Source: an optimization exercise on an open RTL-to-GDS flow (aim: small area and a short achievable clock period). Production flows keep margins and buffers that such runs may drop.
Where RTL was checked, it was by simulation tests only, not by an equivalence proof against the original.
Power and IR drop assume default switching activity.

## datapath
module datapath(datapath_in, vsel, writenum, write, readnum, clk, loada, loadb, shift, asel, bsel, ALUop, loadc, loads, datapath_out, Z_out);
Size: roughly 630 cells after synthesis, about 180 flip-flops, roughly 52 I/O pins, about 8300 um^2 of cells after synthesis.
Settings: LEC_CHECK=0, CAP_MARGIN=20, CORE_MARGIN=2, CORE_UTILIZATION=65, GPL_TIMING_DRIVEN=0, SETUP_SLACK_MARGIN=2.3, SLEW_MARGIN=20, SYNTH_HIERARCHICAL=1, SYNTH_MINIMUM_KEEP_SIZE=0; clock period 5.0 ns.
standard.sh (not shown) runs the stock make flow with config.mk's settings and CLKGATE_MAP_FILE= SYNTH_SCRIPT=/design/flow/synth_recipe.tcl, a recipe that flattens the netlist after the stock synthesis.
==> flow/flow/run.sh <==
#!/bin/bash
# Layout flow: the standard flow (standard.sh, unchanged synthesis) with
# smaller port buffers, smaller clock buffers and no dummy clock loads. Each tool's full output
# stays in orfs/logs/; make's own output goes to flow_make.log here.
set -euo pipefail
bash standard.sh \
  "BUFFER_PORTS_ARGS=-buffer_cell sky130_fd_sc_hd__buf_1" \
  "CTS_ARGS=-sink_clustering_enable -repair_clock_nets -dont_use_dummy_load -buf_list sky130_fd_sc_hd__clkbuf_8" \
  finish > flow_make.log 2>&1
The first run completed without violations.
Change:
- GPL_ROUTABILITY_DRIVEN: default -> 0
- GPL_TIMING_DRIVEN: 0 -> default
What happened: Wire length went up by 3.1%; count of clock-buffer cells in the layout stays the same; fmax shrinks by 1.0%; combinational power is about the same; setup slack is worse by 0.027 ns.
Change:
- GPL_ROUTABILITY_DRIVEN: 0 -> default
- SETUP_SLACK_MARGIN: 2.3 -> 2.45
After rerunning: The new run passed the timing, design-rule and antenna checks. Worst setup slack gains 0.11 ns. Core utilization rose by 1.9 points. Clock-buffer cell count is unchanged. Wire length rose by a few percent. Flip-flop and latch count does not change. Global-route usage fell by 1.1 points. Design area rose by a few percent.
Change:
--- a/flow/flow/run.sh
+++ b/flow/flow/run.sh
@@ -5,5 +5,5 @@
 set -euo pipefail
 bash standard.sh \
-  "BUFFER_PORTS_ARGS=-buffer_cell sky130_fd_sc_hd__buf_1" \
+  "BUFFER_PORTS_ARGS=-buffer_cell sky130_fd_sc_hd__buf_2" \
   "CTS_ARGS=-sink_clustering_enable -repair_clock_nets -dont_use_dummy_load -buf_list sky130_fd_sc_hd__clkbuf_8" \
   finish > flow_make.log 2>&1
- CORE_UTILIZATION: 65 -> 75
- SETUP_SLACK_MARGIN: 2.45 -> 2.3
Effect:
- The changed run produced a clean layout
- final area is lower by 2.9%
- fmax fell by 11%
- power grows by 0.97%
- area after synthesis does not change
- non-clock buffer count goes down by 12
- setup slack is worse by 0.32 ns


lane 1:
The RTL this note starts from:
==> flow/design.v <==
module datapath(datapath_in, vsel, writenum, write, readnum, clk, loada, loadb, shift, asel, bsel, ALUop, loadc, loads, datapath_out, Z_out);
  input write, clk, loada, loadb, vsel, asel, bsel, loadc, loads;
  input [1:0] shift, ALUop;
  input [2:0] writenum, readnum;
  input [15:0] datapath_in;
  output [15:0] datapath_out;
  output Z_out;
  reg [15:0] R0, R1, R2, R3, R4, R5, R6, R7;
  reg [15:0] A, B, C;
  reg S;
  wire [15:0] wdata = vsel ? datapath_in : C;
  always @(posedge clk) begin
    if (write && writenum == 3'd0) R0 <= wdata;
    if (write && writenum == 3'd1) R1 <= wdata;
    if (write && writenum == 3'd2) R2 <= wdata;
    if (write && writenum == 3'd3) R3 <= wdata;
    if (write && writenum == 3'd4) R4 <= wdata;
    if (write && writenum == 3'd5) R5 <= wdata;
    if (write && writenum == 3'd6) R6 <= wdata;
    if (write && writenum == 3'd7) R7 <= wdata;
  end
  wire [7:0] rsel = 8'b1 << readnum;
  wire [15:0] rdata = ({16{rsel[0]}} & R0) | ({16{rsel[1]}} & R1) |
                      ({16{rsel[2]}} & R2) | ({16{rsel[3]}} & R3) |
                      ({16{rsel[4]}} & R4) | ({16{rsel[5]}} & R5) |
                      ({16{rsel[6]}} & R6) | ({16{rsel[7]}} & R7);
  always @(posedge clk) begin
    if (loada) A <= rdata;
    if (loadb) B <= rdata;
  end
  wire selB = ~bsel & (shift == 2'b00);
  wire selL = ~bsel & (shift == 2'b01);
  wire selR = ~bsel & shift[1];
  wire msb  = shift[0] & B[15];
  wire [15:0] Bin = ({16{selB}} & B) | ({16{selL}} & {B[14:0], 1'b0}) |
                    ({16{selR}} & {msb, B[15:1]}) | ({16{bsel}} & {11'b0, datapath_in[4:0]});
  wire [15:0] Ain = {16{~asel}} & A;
  wire sub = ALUop[0];
  wire [15:0] bx = Bin ^ {16{sub}};
  wire [15:0] p = Ain ^ bx;
  wire [15:0] g = Ain & bx;
  wire [15:0] y = Ain | bx;
  wire [15:0] g1, p1, g2, p2, g3, p3, g4, p4;
  wire [15:0] g0 = {g[15:1], g[0] | (p[0] & sub)};
  wire [15:0] p0 = p;
  genvar i;
  generate
    for (i = 0; i < 16; i = i + 1) begin : pfx
      if (i % 2 == 1) begin : l1
        assign g1[i] = g0[i] | (p0[i] & g0[i-1]);
        assign p1[i] = p0[i] & p0[i-1];
      end else begin : l1n
        assign g1[i] = g0[i];
        assign p1[i] = p0[i];
      end
      if (i % 4 >= 2) begin : l2
        assign g2[i] = g1[i] | (p1[i] & g1[(i/4)*4+1]);
        assign p2[i] = p1[i] & p1[(i/4)*4+1];
      end else begin : l2n
        assign g2[i] = g1[i];
        assign p2[i] = p1[i];
      end
      if (i % 8 >= 4) begin : l3
        assign g3[i] = g2[i] | (p2[i] & g2[(i/8)*8+3]);
        assign p3[i] = p2[i] & p2[(i/8)*8+3];
      end else begin : l3n
        assign g3[i] = g2[i];
        assign p3[i] = p2[i];
      end
      if (i >= 8) begin : l4
        assign g4[i] = g3[i] | (p3[i] & g3[7]);
        assign p4[i] = p3[i] & p3[7];
      end else begin : l4n
        assign g4[i] = g3[i];
        assign p4[i] = p3[i];
      end
    end
  endgenerate
  wire [15:0] carry = {g4[14:0], sub};
  wire [15:0] sum = p ^ carry;
  wire [15:0] alu_out = ALUop[1] ? (ALUop[0] ? ~Bin : (Ain & Bin)) : sum;
  wire [15:0] cz = {y[14:0], sub};
  wire z_arith = &(p ~^ cz);
  wire z_and = ~|(Ain & Bin);
  wire z_not = &Bin;
  wire Z = ALUop[1] ? (ALUop[0] ? z_not : z_and) : z_arith;
  always @(posedge clk) begin
    if (loadc) C <= alu_out;
    if (loads) S <= Z;
  end
  assign datapath_out = C;
  assign Z_out = S;
endmodule
export LEC_CHECK = 0
export CAP_MARGIN = 20
export CORE_MARGIN = 2
export CORE_UTILIZATION = 65
export SETUP_SLACK_MARGIN = 2.6
export SLEW_MARGIN = 20
create_clock -name core_clock -period 5.0 [get_ports {clk}]
run.sh (not shown) runs the stock make flow with config.mk's settings and CLKGATE_MAP_FILE= SYNTH_SCRIPT=/design/flow/synth_recipe.tcl, a recipe that flattens the netlist after the stock synthesis.
Stock flow here: none of the scripts above is used.
No stage failed in lane 1, and the final checks on the layout all came back clean.
What lane 5 does differently from lane 1 at the input level:
# lane 1
export LEC_CHECK = 0
export CAP_MARGIN = 20
export CORE_MARGIN = 2
export CORE_UTILIZATION = 65
export SETUP_SLACK_MARGIN = 2.6
export SLEW_MARGIN = 20
create_clock -name core_clock -period 5.0 [get_ports {clk}]
# lane 5
export LEC_CHECK = 0
export CAP_MARGIN = 20
export CORE_MARGIN = 2
export CORE_UTILIZATION = 65
export SETUP_SLACK_MARGIN = 2.0
export SLEW_MARGIN = 20
create_clock -name core_clock -period 5.0 [get_ports {clk}]
Results
Diff lane 5..lane 1 | count of clock-buffer cells in the layout | unchanged. The area added between synthesis and finish of lane 5 is lower than that of lane 1. Final area (higher): lane 1. Higher via count of the first global-routing pass goes to lane 1 over lane 5. Lane 5: average via count per standard cell is about 6% lower than what lane 1 reported.
No run of this note included a check of the RTL's function; only the layout flow was run.

## port drivers added, routing unchanged
In the flow no input, the clock included, has a driving cell. The finished layouts below were timed again as built, in two steps.
Step 1, drivers: a clkbuf_16 drives clk and a buf_2 each remaining input, both assumed.
Step 2 times the ports against the registers' clock, not the clock port: input delays grow and output delays shrink by t, the midpoint of the rising clock arrivals with the driver on.
Three values: ideal ports, drivers, drivers and shift; two values: the first two.
| run | t (ns) | setup slack, ns | worst setup path after step 2 |
|---|---|---|---|
| the first run of note 1 | 0.482 | 2.362 / 2.354 / 1.872 | input to register |
| the second run of note 1 | 0.478 | 2.335 / 2.284 / 1.806 | input to register |
| the third run of note 1 | 0.477 | 2.449 / 2.396 / 1.919 | input to register |
| the fourth run of note 1 | 0.481 | 2.127 / 2.143 / 1.663 | input to register |
| lane 1 | 0.478 | 1.732 / 1.617 / 1.139 | input to register |
| lane 5 | 0.467 | 1.614 / 1.495 / 1.028 | input to register |
After both steps every run listed still meets setup and hold. The setup slack of lane 1, which loses most, moves by -0.115 ns with the drivers and by -0.593 ns with both steps.
